Background: an optimization exercise with open tools, aiming at a short achievable clock period and few clock cycles. Do not read the settings as production practice. Function was checked by simulation only, so behaviour that the tests miss may differ from the original. Power is estimated from default activity; no workload was simulated.

==> module NPC_Generator, before the edit <==
module NPC_Generator(
    input wire [31:7] pc_hi,
    input wire [31:7] imm_hi,
    input wire [6:0] lo,
    output wire [31:0] tgt
    );
    wire [25:0] hs = {pc_hi, lo[6]} + {imm_hi, lo[6]};
    assign tgt = {hs[25:1], lo[5:0], 1'b0};
endmodule
clock: 10.0 ns
lec_check: 0
cap_margin: 20
core_margin: 2
core_utilization: 50
place_density: 0.65
slew_margin: 20
synth_hierarchical: 1
standard.sh (not shown) runs the stock make flow with config.mk's settings and CLKGATE_MAP_FILE= SYNTH_SCRIPT=/design/flow/synth_recipe.tcl, a recipe that flattens the netlist after the stock synthesis.
==> flow/flow/run.sh <==
#!/bin/bash
set -euo pipefail
MARGIN=${MARGIN:-6.8}
bash standard.sh SETUP_SLACK_MARGIN=$MARGIN finish > standard_flow.log 2>&1
Testbench counts at the start, summed over its fixed seeds: cycles 228,080.
Rerun with:
--- a/flow/design.v
+++ b/flow/design.v
@@ -174,8 +174,7 @@
     input wire [6:0] lo,
     output wire [31:0] tgt
     );
-    wire [25:0] hs = {pc_hi, lo[6]} + {imm_hi, lo[6]};
-    assign tgt = {hs[25:1], lo[5:0], 1'b0};
+    assign tgt = {pc_hi + imm_hi + {24'd0, lo[6]}, lo[5:0], 1'b0};
 endmodule
 `timescale 1ns / 1ps
 module RegisterFile(
Outcome: Count of clock-buffer cells in the layout goes down by 7; routed wire length goes up slightly; first-iteration DRC count goes up by a few percent; clock skew goes up by 0.019 ns; fmax goes down by a few percent; final cell count hardly moves; power hardly moves.
Testbench counts after the change, summed over its fixed seeds: cycles 228,080.

========
RV32Core, a different RTL version from the one above (not shown whole).
Size: roughly 11000 cells after synthesis.
Settings: LEC_CHECK=0, CAP_MARGIN=20, CORE_MARGIN=2, CORE_UTILIZATION=50, PLACE_DENSITY=0.65, SLEW_MARGIN=20, SYNTH_HIERARCHICAL=1; clock period 10.0 ns.
Scripts as last shown in full above: flow/flow/run.sh
Testbench counts at the start, summed over its fixed seeds: cycles 229,130.
==> next run, changes <==
--- a/flow/design.v
+++ b/flow/design.v
@@ -228,16 +228,14 @@
     reg [2:0]  f3_d;
     reg        ld_d, st_d, br_d, jalr_d, jal_d;
     reg        use1_d, use2_d, wr_d, bimm_d, useA_d, useC_d, useS_d, useM_d;
     reg        rdir_d;         
     reg [31:0] imm_d;
     reg [11:0] lo_d;           
     reg [31:12] ihi_d;         
-    reg [31:12] pchi_d;        
-    reg        held_d;         
     reg        s_add_d, s_sub_d, s_sll_d, s_srl_d, s_sra_d, s_slt_d, s_sltu_d,
                s_xor_d, s_or_d, s_and_d, s_imm_d, s_pcadd_d, s_pc4_d;
     reg        v_e;
     reg [31:0] pc_e;
     reg [4:0]  rd_e;
     reg        wr_e;           
     reg        ld_e, st_e, br_e, jalr_e, jal_e;
@@ -285,15 +283,15 @@
             end
     end
     wire [31:0] pc_f4 = pcq + 32'd4;
     wire [11:0] lo_i;
     wire [31:12] ihi_i;
     wire [31:0] tgt_d;
     TargetLo tgt_lo(.pc(pc_i), .ir(IMEM_RD), .lo(lo_i), .imm_hi(ihi_i));
-    NPC_Generator npc_gen(.pc_hi(pchi_d), .imm_hi(ihi_d), .lo(lo_d), .tgt(tgt_d));
+    NPC_Generator npc_gen(.pc_hi(pc_d[31:12]), .imm_hi(ihi_d), .lo(lo_d), .tgt(tgt_d));
     wire        src_v   = skid_v | v_i;
     wire [31:0] ir      = skid_v ? skid : IMEM_RD;
     wire [31:0] src_pc  = skid_v ? skid_pc : pc_i;
     wire        src_bh  = skid_v ? skid_bh : bh_i;
     wire [11:0] src_lo  = skid_v ? skid_lo : lo_i;
     wire [31:12] src_ihi = skid_v ? skid_ihi : ihi_i;
     wire [6:0] op = ir[6:0];
@@ -358,15 +356,15 @@
     EXSegReg opAM(.sum(sum), .rest(rest_e), .res_m(res_m), .wdata(wdata), .rv(rv1), .imm(imm_d),
                   .g_sum(ga1 & useM_d & s_add), .g_rest(ga1 & useM_d & !s_add), .g_m(ga2 & useM_d),
                   .g_w(ga3 & useM_d), .g_rv(gar & useM_d), .g_imm(1'b0), .q(a_n));
     EXSegReg opOM(.sum(sum), .rest(rest_e), .res_m(res_m), .wdata(wdata), .rv(rv2), .imm(imm_d),
                   .g_sum(gb1 & !bimm_d & useM_d & s_add), .g_rest(gb1 & !bimm_d & useM_d & !s_add),
                   .g_m(gb2 & !bimm_d & useM_d), .g_w(gb3 & !bimm_d & useM_d), .g_rv(gbr & !bimm_d & useM_d),
                   .g_imm(bimm_d & useM_d), .q(o2_n));
-    wire redir_d = v_d && !bh_d && rdir_d && !held_d;
+    wire redir_d = v_d && !bh_d && rdir_d;
     wire [31:0] auipc_d, pc4_d;
     Adder32 addau(.a(pc_d), .b(imm_d), .s(auipc_d));
     assign pc4_d = pc_d + 32'd4;
     wire pt_d = bh_d || redir_d;    
     wire [31:0] b  = bC;
     wire [31:0] pc4 = pc4_e;
     ALU alu(.aA(aA), .oA(oA), .a(a), .o2(o2), .pre(pre_e),
@@ -472,21 +470,19 @@
         if (stall && !skid_v) begin
             skid <= IMEM_RD;
             skid_pc <= pc_i;
             skid_bh <= bh_i;
             skid_lo <= lo_i;
             skid_ihi <= ihi_i;
         end
-        lo_d <= src_lo;
-        ihi_d <= src_ihi;
-        pchi_d <= src_pc[31:12];
-        held_d <= stall;
         if (!stall) begin
             pc_d <= src_pc;
             bh_d <= src_bh;
+            lo_d <= src_lo;
+            ihi_d <= src_ihi;
             oh1 <= src_oh1;
             oh2 <= src_oh2;
             rs1_d <= rs1;
             rs2_d <= rs2;
             rd_d <= rd;
             f3_d <= f3;
             ld_d <= is_ld;
After rerunning:
- total power rises by 1.7%
- sequential cell count shrinks by 21
- die area is about the same
- sequential share of layout area falls by 0.29 points
- synthesized cell count is about the same
- routed wire length decreases by 0.49%
- critical path depth came out lower by 11
- cell count barely changes
- cell area came out higher by 0.46%
- non-clock buffer count came out higher by 39
Testbench counts after the change, summed over its fixed seeds: cycles 229,130.

========
Setup of before:
Another version of the RTL of RV32Core (not shown whole).
Size in the first run: ~11,000 cells after synthesis, ~170 I/O pins, roughly 110,000 sq um of cells after synthesis.
// RV32Core
module RV32Core(
    input wire CPU_CLK,
    input wire CPU_RST,
    output wire [31:0] IMEM_A,
    input wire [31:0] IMEM_RD,
    output wire [31:0] DMEM_A,
    output wire [31:0] DMEM_WD,
    output wire [3:0] DMEM_WE,
    input wire [31:0] DMEM_RD
    );
    wire clk = CPU_CLK;
    wire rst = CPU_RST;
    localparam NBTB = 2;
    reg [31:0] pc_f;           
    reg [31:0] pcn_f;          
    wire [31:0] pcq = ~pcn_f;
    reg        v_i;            
    reg [31:0] pc_i;
    reg        bh_i;           
    reg        skid_v;         
    reg [31:0] skid, skid_pc;
    reg [11:0] skid_lo;
    reg [31:12] skid_ihi;
    reg        skid_bh;
    reg        v_d;
    reg [31:0] pc_d;
    reg        bh_d;
    reg [31:0] oh1, oh2;       
    reg [4:0]  rs1_d, rs2_d, rd_d;
    reg [2:0]  f3_d;
    reg        ld_d, st_d, br_d, jalr_d, jal_d;
    reg        use1_d, use2_d, wr_d, bimm_d, useA_d, useC_d, useS_d, useM_d;
    reg        rdir_d;         
    reg [31:0] imm_d;
    reg [11:0] lo_d;           
    reg [31:12] ihi_d;         
    reg        s_add_d, s_sub_d, s_sll_d, s_srl_d, s_sra_d, s_slt_d, s_sltu_d,
  ...
clock: 10.0 ns
lec_check: 0
cap_margin: 20
core_margin: 2
core_utilization: 35
place_density: 0.55
slew_margin: 20
synth_hierarchical: 1
==> flow/flow/run.sh <==
#!/bin/bash
set -euo pipefail
MARGIN=${MARGIN:-6.6}
bash standard.sh SETUP_SLACK_MARGIN=$MARGIN finish > standard_flow.log 2>&1
Testbench counts of before, summed over its fixed seeds: cycles 228,080.
Here is what was changed in the inputs of after compared with before.
-- flow/design.v --
<<< before, line 13
    assign d = a - b;
endmodule
module Shifter(
    input wire [31:0] a,
    input wire [4:0] sh,
    input wire s_sll, s_srl, s_sra,
    output wire [31:0] q
    );
    wire [31:0] shl = a << sh;
    wire [31:0] shr = a >> sh;
    wire [31:0] sra = $signed(a) >>> sh;
    assign q = ({32{s_sll}} & shl) | ({32{s_srl}} & shr) | ({32{s_sra}} & sra);
endmodule
module SetLess(
    input wire [31:0] a, b,
    input wire s_slt, s_sltu,
    output wire q
    );
    assign q = (s_slt & ($signed(a) < $signed(b))) | (s_sltu & (a < b));
endmodule
module ResultSel(
    input wire [31:0] diff, shift, logic_r, pre,
    input wire slt,
    input wire s_sub, s_pre,
    output wire [31:0] rest
    );
    assign rest = ({32{s_sub}} & diff) | shift | logic_r | ({32{s_pre}} & pre) | {31'd0, slt};
endmodule
module ALU(
    input wire [31:0] aA, oA, a, o2,
>>> after, line 13
    assign d = a - b;
endmodule
module ALU(
    input wire [31:0] aA, oA, a, o2,
<<< before, line 47
    output wire [31:0] rest       
    );
    wire [31:0] diff, shift;
    wire slt;
    Adder32 add(.a(aA), .b(oA), .s(sum));
    Sub32 sub(.a(aA), .b(oA), .d(diff));
    Shifter shu(.a(a), .sh(o2[4:0]), .s_sll(s_sll), .s_srl(s_srl), .s_sra(s_sra), .q(shift));
    SetLess slu(.a(a), .b(o2), .s_slt(s_slt), .s_sltu(s_sltu), .q(slt));
    wire [31:0] logic_r = ({32{s_xor}} & (a ^ o2)) | ({32{s_or}} & (a | o2)) | ({32{s_and}} & (a & o2));
    ResultSel rsel(.diff(diff), .shift(shift), .logic_r(logic_r), .pre(pre), .slt(slt),
                   .s_sub(s_sub), .s_pre(s_pre), .rest(rest));
endmodule
`timescale 1ns / 1ps
>>> after, line 21
    output wire [31:0] rest       
    );
    wire [31:0] diff;
    Adder32 add(.a(aA), .b(oA), .s(sum));
    Sub32 sub(.a(aA), .b(oA), .d(diff));
    wire [31:0] shl  = a << o2[4:0];
    wire [31:0] shr  = a >> o2[4:0];
    wire [31:0] sra  = $signed(a) >>> o2[4:0];
    wire        lts  = $signed(a) < $signed(o2);
    wire        ltu  = a < o2;
    wire [31:0] oth = ({32{s_sll}} & shl) |
                      ({32{s_srl}} & shr) | ({32{s_sra}} & sra) | {31'd0, (s_slt & lts) | (s_sltu & ltu)} |
                      ({32{s_xor}} & (a ^ o2)) | ({32{s_or}} & (a | o2)) | ({32{s_and}} & (a & o2)) |
                      ({32{s_pre}} & pre);
    assign rest = s_sub ? diff : oth;
endmodule
`timescale 1ns / 1ps
<<< before, line 177
    localparam NBTB = 2;
    reg [31:0] pc_f;           
    reg [31:0] pcn_f;          
    wire [31:0] pcq = ~pcn_f;
    reg        v_i;            
    reg [31:0] pc_i;
>>> after, line 155
    localparam NBTB = 2;
    reg [31:0] pc_f;           
    reg        v_i;            
    reg [31:0] pc_i;
<<< before, line 244
        btb_t = 30'd0;
        for (bi = 0; bi < NBTB; bi = bi + 1)
            if (btb_v[bi] && btb_tag[bi] == pcq[31:2]) begin
                btb_hit = 1'b1;
                btb_t = btb_t | btb_tgt[bi];
            end
    end
    wire [31:0] pc_f4 = pcq + 32'd4;
    wire [11:0] lo_i;
    wire [31:12] ihi_i;
>>> after, line 220
        btb_t = 30'd0;
        for (bi = 0; bi < NBTB; bi = bi + 1)
            if (btb_v[bi] && btb_tag[bi] == pc_f[31:2]) begin
                btb_hit = 1'b1;
                btb_t = btb_t | btb_tgt[bi];
            end
    end
    wire [31:0] pc_f4 = pc_f + 32'd4;
    wire [11:0] lo_i;
    wire [31:12] ihi_i;
<<< before, line 374
    wire take_d0 = redir_d && !stall;
    wire take_d = take_d0 && !misp;
    wire [31:0] npc_d = take_d0 ? tgt_d : stall ? pcq : btb_hit ? {btb_t, 2'b00} : pc_f4;
    wire [31:0] jalr_t = {sum[31:1], 1'b0};
    wire e_jalr = v_e && jalr_e;
>>> after, line 350
    wire take_d0 = redir_d && !stall;
    wire take_d = take_d0 && !misp;
    wire [31:0] npc_d = take_d0 ? tgt_d : stall ? pc_f : btb_hit ? {btb_t, 2'b00} : pc_f4;
    wire [31:0] jalr_t = {sum[31:1], 1'b0};
    wire e_jalr = v_e && jalr_e;
<<< before, line 394
        if (rst) begin
            pc_f <= 32'd0;
            pcn_f <= 32'hFFFFFFFF;
            v_i <= 1'b0;
            skid_v <= 1'b0;
>>> after, line 370
        if (rst) begin
            pc_f <= 32'd0;
            v_i <= 1'b0;
            skid_v <= 1'b0;
<<< before, line 408
        end else begin
            pc_f <= npc;
            pcn_f <= ~npc;
            v_i <= !(misp || take_d);
            if (misp || take_d) begin
>>> after, line 383
        end else begin
            pc_f <= npc;
            v_i <= !(misp || take_d);
            if (misp || take_d) begin
<<< before, line 440
    end
    always @(posedge clk) begin
        pc_i <= pcq;
        bh_i <= btb_hit;
        if (stall && !skid_v) begin
>>> after, line 414
    end
    always @(posedge clk) begin
        pc_i <= pc_f;
        bh_i <= btb_hit;
        if (stall && !skid_v) begin
Findings:
- In the metrics for after and before, the one carrying the lower final cell count is after.
- after vs. before: final cell area excluding filler cells stayed essentially flat, largest fanout of any net on the critical path decreased by 7 relative to the old numbers, number of cells upsized or downsized after cts up 11, total net switching power now sits lower.
- Compared with before, after shows a lower wire length of the first global-routing pass.
- Timing startpoint of the critical path: a[13] -> after, rs1_d[4] -> before
- [compare] base=before new=after: number of buffers added by the clock tree synthesis step saw a decrease; data-path buffer share of cell area in the final layout saw an increase; critical path data arrival time saw an increase; cell-internal power saw a decrease.
- Clock insertion delay at the later pin of the skew report essentially unchanged between after and before.
- after does better than before on floorplan die area.
- Initial antenna violation count of after exceeds that of before by a few percent.
Testbench counts of after, summed over its fixed seeds: cycles 228,080.

========
== job 3917 ==
RTL: one of the versions met above, not the one the previous note started from.
For scale: about 11000 cells after synthesis, about 170 I/O pins, roughly 0.10 sq mm of cells after synthesis.
export LEC_CHECK = 0
export CAP_MARGIN = 20
export CORE_MARGIN = 2
export CORE_UTILIZATION = 35
export PLACE_DENSITY = 0.55
export SLEW_MARGIN = 20
export SYNTH_HIERARCHICAL = 1
create_clock -name core_clock -period 10.0 [get_ports {CPU_CLK}]
==> flow/flow/run.sh <==
#!/bin/bash
set -euo pipefail
MARGIN=${MARGIN:-7}
bash standard.sh SETUP_SLACK_MARGIN=$MARGIN finish > standard_flow.log 2>&1
Job 3917: full flow OK, the timing, DRC and antenna checks passed
Testbench counts of job 3917, summed over its fixed seeds: cycles 228,080.
Inputs modified between job 3917 and job 4801:
--- a/flow/design.v
+++ b/flow/design.v
@@ -123,22 +123,23 @@
     );
     assign tgt = {pc_hi + imm_hi + {19'd0, lo[11]}, lo[10:0], 1'b0};
 endmodule
 `timescale 1ns / 1ps
 module RegisterFile(
     input wire [32*31-1:0] rf_flat,
+    input wire [31:1] rf_v,
     input wire [31:0] oh1, oh2,
     output reg [31:0] rv1, rv2
     );
     integer ri;
     always @(*) begin
         rv1 = 32'd0;
         rv2 = 32'd0;
         for (ri = 1; ri < 32; ri = ri + 1) begin
-            rv1 = rv1 | ({32{oh1[ri]}} & rf_flat[32*(ri-1) +: 32]);
-            rv2 = rv2 | ({32{oh2[ri]}} & rf_flat[32*(ri-1) +: 32]);
+            rv1 = rv1 | ({32{oh1[ri] & rf_v[ri]}} & rf_flat[32*(ri-1) +: 32]);
+            rv2 = rv2 | ({32{oh2[ri] & rf_v[ri]}} & rf_flat[32*(ri-1) +: 32]);
         end
     end
 endmodule
 `timescale 1ns / 1ps
 module RV32Core(
     input wire CPU_CLK,
@@ -197,16 +198,16 @@
     reg [4:0]  rd_m;
     reg        v_m, wr_m, ld_m;
     reg [2:0]  f3_m;
     reg [31:0] res_w;
     reg [4:0]  rd_w;
     reg        wr_w, ld_w;
-    reg [31:1] wen_w;          
     reg [2:0]  f3_w;
     reg [1:0]  a_w;
     reg [31:0] rf [1:31];
+    reg [31:1] rf_v;           
     reg [NBTB-1:0] btb_v;
     reg [29:0] btb_tag [0:NBTB-1];
     reg [29:0] btb_tgt [0:NBTB-1];
     reg        btb_ptr;
     assign IMEM_A  = pc_f;
     assign DMEM_A  = dmem_a_q;
@@ -269,13 +270,13 @@
     genvar gi;
     generate
         for (gi = 1; gi < 32; gi = gi + 1) begin : rff
             assign rf_flat[32*(gi-1) +: 32] = rf[gi];
         end
     endgenerate
-    RegisterFile rf_read(.rf_flat(rf_flat), .oh1(oh1), .oh2(oh2), .rv1(rv1), .rv2(rv2));
+    RegisterFile rf_read(.rf_flat(rf_flat), .rf_v(rf_v), .oh1(oh1), .oh2(oh2), .rv1(rv1), .rv2(rv2));
     wire d1a = v_e && wr_e && rd_e == rs1_d;    
     wire d2a = v_m && wr_m && rd_m == rs1_d;
     wire d3a = wr_w && rd_w == rs1_d;
     wire d1b = v_e && wr_e && rd_e == rs2_d;
     wire d2b = v_m && wr_m && rd_m == rs2_d;
     wire d3b = wr_w && rd_w == rs2_d;
@@ -338,17 +339,14 @@
             2'd1: begin we_e = sum[1] ? 4'b1100 : 4'b0011; wd_e = {2{b[15:0]}}; end
             default: begin we_e = 4'b1111; wd_e = b; end
         endcase
         if (!(v_e && st_e)) we_e = 4'b0000;
     end
     DataExt dext(.rd(DMEM_RD), .f3(f3_w), .a(a_w), .ld(ld_w), .res(res_w), .wdata(wdata));
-    integer wi;
     always @(posedge clk) begin
-        for (wi = 1; wi < 32; wi = wi + 1)
-            if (rst) rf[wi] <= 32'd0;
-            else if (wen_w[wi]) rf[wi] <= wdata;
+        if (wr_w) rf[rd_w] <= wdata;
     end
     wire take_d0 = redir_d && !stall;
     wire take_d = take_d0 && !misp;
     wire [31:0] npc_d = take_d0 ? tgt_d : stall ? pc_f : btb_hit ? {btb_t, 2'b00} : pc_f4;
     wire [31:0] jalr_t = {sum[31:1], 1'b0};
     wire e_jalr = v_e && jalr_e;
@@ -362,28 +360,28 @@
                         (e_nb && jal_e && !pt_e) ? pcadd :
                         (e_nb && !jal_e && pt_e) ? pc4 : npc_d;
     wire [31:0] npc;
     IFSegReg npc_sel(.taken(taken), .npc_t(npc_t), .npc_n(npc_n), .npc(npc));
     reg btbu_v;
     reg [29:0] btbu_pc, btbu_tgt;
-    integer wj;
     always @(posedge clk) begin
         if (rst) begin
             pc_f <= 32'd0;
             v_i <= 1'b0;
             skid_v <= 1'b0;
             v_d <= 1'b0;
             v_e <= 1'b0;
             v_m <= 1'b0;
             wr_w <= 1'b0;
-            wen_w <= 31'd0;
             dmem_we_q <= 4'd0;
             btb_v <= {NBTB{1'b0}};
             btb_ptr <= 1'b0;
             btbu_v <= 1'b0;
+            rf_v <= 31'd0;
         end else begin
+            if (wr_w) rf_v[rd_w] <= 1'b1;
             pc_f <= npc;
             v_i <= !(misp || take_d);
             if (misp || take_d) begin
                 v_d <= 1'b0;
                 skid_v <= 1'b0;
             end else if (stall) begin
@@ -393,14 +391,12 @@
                 skid_v <= 1'b0;
             end
             v_e <= v_d && !stall && !misp;
             v_m <= v_e;
             dmem_we_q <= we_e;    
             wr_w <= v_m && wr_m;
-            for (wj = 1; wj < 32; wj = wj + 1)
-                wen_w[wj] <= v_m && wr_m && rd_m == wj;
             btbu_v <= v_e && act;
             if (btbu_v) begin : upd
                 reg found;
                 integer k;
                 found = 1'b0;
                 for (k = 0; k < NBTB; k = k + 1)
### Flow results
- Synthesized cell count, job 4801 and job 3917, lower one = job 4801.
- On upper clock frequency limit, job 4801 tracks job 3917 almost exactly.
- In the metrics for job 4801 and job 3917, the one carrying the higher netlist area before placement is job 3917.
- Compared with job 3917, job 4801 degrades maximum ir drop on the vdd rail.
- Looking only at highest net fanout along the worst path, and setting everything else aside, the higher value of job 4801 and job 3917 goes to job 3917.
- Re total congestion overflow: no difference whatsoever between job 4801 and job 3917.
- Job 4801 packs its core tighter than job 3917.
- Worst-case register-to-register setup slack: job 3917 vs job 4801, no meaningful difference
- Summary: cell area, job 4801 worse than job 3917
- In job 4801, row count is lower than in job 3917.
- The final reports for job 4801 and job 3917 show worst hold slack higher in the former.
- The run showing the smaller via count is job 3917.
Testbench counts of job 4801, summed over its fixed seeds: cycles 228,080.

static timing again, ports no longer ideal:
No port has a modelled driver above. Below, the same layouts with a new extraction and two added sets of constraints. Step 1, drivers: a clkbuf_16 drives CPU_CLK and a buf_2 each remaining input, both assumed. Step 2 moves the port delays by t, midway between the first and last clock arrival at a register: inputs arrive t later, outputs are due t later. That takes back most of the time a late clock gives input paths. Slacks: ideal ports / drivers / drivers and shift; pairs: ideal ports / drivers.
| run | t, ns | slack for setup (ns) | worst register clock-pin slew, ns | worst slew at a driven data input, ns |
|---|---|---|---|---|
| the first run of note 1 | 0.979 | 6.466 / 6.466 / 5.772 | 0.07 / 0.07 | 0.10 |
| the second run of note 1 | 0.965 | 6.312 / 6.312 / 5.805 | 0.07 / 0.07 | 0.07 |
| the first run of note 2 | 0.942 | 6.505 / 6.416 / 5.766 | 0.07 / 0.07 | 0.13 |
| the second run of note 2 | 0.974 | 6.523 / 6.421 / 5.706 | 0.07 / 0.07 | 0.06 |
| before | 1.002 | 6.551 / 6.466 / 5.629 | 0.07 / 0.07 | 0.12 |
| after | 0.993 | 6.356 / 6.307 / 5.646 | 0.09 / 0.09 | 0.10 |
| job 3917 | 0.992 | 6.346 / 6.336 / 5.644 | 0.07 / 0.07 | 0.14 |
| job 4801 | 1.038 | 6.338 / 6.338 / 5.776 | 0.09 / 0.09 | 0.10 |
After both steps setup and hold are still met in every run listed. The setup slack of before, which loses most, moves by -0.085 ns with the drivers and by -0.922 ns with both steps.
